This design comes from an exercise in tuning for small area and a short achievable clock period on the open sky130 flow, not from production work. Function was checked by simulation only, so behaviour that the tests miss may differ from the original. No activity file was given, so power comes from the tool's default toggle rates.

## video_uut
module video_uut (
    input  wire         clk_i       ,
    input  wire         cen_i       ,
    input  wire         rst_i       ,
    input  wire         vid_sel_i   ,
    input  wire [23:0]  vid_rgb_i   ,
    input  wire [1:0]   vh_blank_i  ,
    input  wire [2:0]   dvh_sync_i  ,
    output wire [2:0]   dvh_sync_o  ,
    output wire [23:0]  vid_rgb_o
);
clock: 14.0 ns
lec_check: 0
cap_margin: 20
core_margin: 2
core_utilization: 40
slew_margin: 20
standard.sh (not shown) runs the stock make flow with config.mk's settings and CLKGATE_MAP_FILE= SYNTH_SCRIPT=/design/flow/synth_recipe.tcl, a recipe that flattens the netlist after the stock synthesis.
==> flow/flow/run.sh <==
#!/bin/bash
# Standard ORFS layout, with timing repair aiming at extra setup slack so that
# the achieved period (not only the 14 ns clock) is optimised.
set -euo pipefail
bash standard.sh finish SETUP_SLACK_MARGIN=10 > flow_make.log 2>&1
Rerun with:
==> flow/flow/run.sh (replaced) <==
#!/bin/bash
# Standard ORFS layout, with timing repair aiming at extra setup slack so that
# the achieved period (not only the 14 ns clock) is optimised.
set -euo pipefail
bash standard.sh finish SETUP_SLACK_MARGIN=9.5 > flow_make.log 2>&1
First-iteration DRC count rose by a few percent.
Total power fell slightly.
Combinational power fell by a few percent.
Fmax rose by a few percent.
Register-to-register slack improved by 0.20 ns.
Synthesized area stays the same.
Core utilization fell by 2.0 points.
Design area fell by a few percent.
Non-clock buffer count fell by 26.
Sequential power is about the same.


## lane 1
video_uut, a different RTL version from the one above (not shown whole).
For scale: roughly 1,300 cells after synthesis, roughly 170 flip-flops, ~60 I/O pins, roughly 0.012 mm² of cells after synthesis.
clock: 14.0 ns
lec_check: 0
cap_margin: 20
core_margin: 2
core_utilization: 60
cts_buf_list: sky130_fd_sc_hd__clkbuf_4 sky130_fd_sc_hd__clkbuf_8
place_density: 0.7
slew_margin: 20
==> flow/flow/run.sh <==
#!/bin/bash
# Standard ORFS layout, with timing repair aiming at extra setup slack so that
# the achieved period (not only the 14 ns clock) is optimised, and plain buf_2
# cells (instead of delay buffers) as the port buffers.
set -euo pipefail
bash standard.sh finish SETUP_SLACK_MARGIN=9.5 "BUFFER_PORTS_ARGS=-buffer_cell sky130_fd_sc_hd__buf_2" > flow_make.log 2>&1
Lane 1 | stages: all done | timing, DRC, antenna: all pass
Input changes introduced in lane 2 (baseline for comparison: lane 1):
- PLACE_DENSITY: 0.7 -> unset
- CORE_UTILIZATION: 60 -> 40
==> flow/flow/run.sh <==
#!/bin/bash
# Standard ORFS layout, with timing repair aiming at extra setup slack so that
# the achieved period (not only the 14 ns clock) is optimised, and plain buf_2
# cells (instead of delay buffers) as the port buffers.
set -euo pipefail
bash standard.sh finish SETUP_SLACK_MARGIN=10 "BUFFER_PORTS_ARGS=-buffer_cell sky130_fd_sc_hd__buf_2" > flow_make.log 2>&1
Results
- Lane 2 does worse than lane 1 on core area.
- Final clock period utilization by the worst path, lane 2 and lane 1: smaller value in lane 2
- Endpoint required time on the critical path: lane 2 vs lane 1 — no meaningful difference
- Arrival time at the worst endpoint ends up higher on lane 1.
Inputs modified between lane 2 and lane 3:
- TNS_END_PERCENT now 0, previously not set
==> flow/flow/run.sh <==
#!/bin/bash
# Standard ORFS layout, with timing repair aiming at extra setup slack so that
# the achieved period (not only the 14 ns clock) is optimised, and plain buf_2
# cells (instead of delay buffers) as the port buffers.
set -euo pipefail
bash standard.sh finish SETUP_SLACK_MARGIN=9.8 "BUFFER_PORTS_ARGS=-buffer_cell sky130_fd_sc_hd__buf_2" > flow_make.log 2>&1
Results
Final wirelength was higher in the run labelled lane 2. Number of hold violations in the final report came out exactly the same in lane 2 and lane 3. Changes observed in lane 3 relative to lane 2: global-route usage over all layers shrank by 1.7 points, final design instance area without fill dropped 7.9%.
> inputs changed (lane 3 -> lane 4)
==> flow/flow/run.sh <==
#!/bin/bash
# Standard ORFS layout, with timing repair aiming at extra setup slack so that
# the achieved period (not only the 14 ns clock) is optimised, and plain buf_2
# cells (instead of delay buffers) as the port buffers.
set -euo pipefail
bash standard.sh finish SETUP_SLACK_MARGIN=9.5 "BUFFER_PORTS_ARGS=-buffer_cell sky130_fd_sc_hd__buf_2" > flow_make.log 2>&1
### Flow results
All of lane 3 and lane 4 finish clean. Of lane 3 and lane 4, the higher critical path depth belongs to lane 4. When the final numbers for lane 3 and lane 4 were put side by side, the relative contribution of combinational cells to total power turned out to be greater in lane 3. Summary of the comparison: first-pass GRT wire length is lower in lane 4, relative to lane 3. The global-route total usage across every layer in lane 4 sits 0.32 points below the value recorded for lane 3. | final critical delay including setup and external delays | lane 4 vs lane 3 | 0.084 ns higher |. Summary of lane 4 over lane 3: core utilization of the finished layout shrank by 0.92 points; half-perimeter wire length after placement grew by about 1.7%; cell area after layout shrank by about 2%. First-iteration DRC count on lane 4 is behind lane 3. Lane 4 has combinational power below what lane 3 had.


Starting RTL as in the previous note.
==> flow/design.v (excerpt) <==
module video_uut (
    input  wire         clk_i       ,
    input  wire         cen_i       ,
    input  wire         rst_i       ,
    input  wire         vid_sel_i   ,
    input  wire [23:0]  vid_rgb_i   ,
    input  wire [1:0]   vh_blank_i  ,
    input  wire [2:0]   dvh_sync_i  ,
    output wire [2:0]   dvh_sync_o  ,
    output wire [23:0]  vid_rgb_o
);
Settings: LEC_CHECK=0, CAP_MARGIN=20, CORE_MARGIN=2, CORE_UTILIZATION=40, CTS_BUF_LIST=sky130_fd_sc_hd__clkbuf_8, SLEW_MARGIN=20, TNS_END_PERCENT=0; clock period 14.0 ns.
==> flow/flow/run.sh <==
#!/bin/bash
# Standard ORFS layout, with timing repair aiming at extra setup slack so that
# the achieved period (not only the 14 ns clock) is optimised, and plain buf_2
# cells (instead of delay buffers) as the port buffers.
set -euo pipefail
bash standard.sh finish SETUP_SLACK_MARGIN=9.5 "BUFFER_PORTS_ARGS=-buffer_cell sky130_fd_sc_hd__buf_2" > flow_make.log 2>&1
Change:
--- a/flow/config.mk
+++ b/flow/config.mk
@@ -11 +11 @@
-export CTS_BUF_LIST = sky130_fd_sc_hd__clkbuf_8
+export CTS_BUF_LIST = sky130_fd_sc_hd__clkbuf_4 sky130_fd_sc_hd__clkbuf_8
@@ -13 +13 @@
-export TNS_END_PERCENT = 0
+export TNS_END_PERCENT = 20
After rerunning: Power increases by 0.73%; worst setup slack got worse by 0.0039 ns; routed wire length stays flat; sequential cell count does not change; synthesized area is unchanged; sequential share of layout area barely changes; non-clock buffer count increases by 1; cell area barely changes; core utilization stays flat.

-- what the ideal ports hide --
No port has a modelled driver above. Below, the same layouts with a new extraction and two added sets of constraints. Step 1, drivers: a clkbuf_16 drives clk_i and a buf_2 each remaining input, both assumed. Step 2 times the ports against the registers' clock, not the clock port: input delays grow and output delays shrink by t, the midpoint of the rising clock arrivals with the driver on. a / b / c = ideal ports / drivers / drivers and shift; a / b = the first two.
run | shift t [ns] | setup WS [ns] | pins driven straight from the clock port
the first run of note 1 | 0.475 | 8.919 / 8.919 / 8.919 | 1
the second run of note 1 | 0.468 | 9.121 / 9.121 / 9.121 | 1
lane 1 | 0.522 | 9.527 / 9.527 / 9.091 | 1
lane 2 | 0.518 | 9.622 / 9.622 / 9.361 | 1
lane 3 | 0.511 | 9.580 / 9.584 / 9.073 | 1
lane 4 | 0.508 | 9.497 / 9.500 / 8.991 | 1
the first run of note 3 | 0.506 | 9.498 / 9.501 / 8.996 | 1
the second run of note 3 | 0.501 | 9.494 / 9.494 / 8.997 | 1
After both steps setup and hold are still met in every run listed. For lane 3, which loses most, drivers alone change the setup slack by +0.004 ns; drivers and shift together by -0.507 ns.
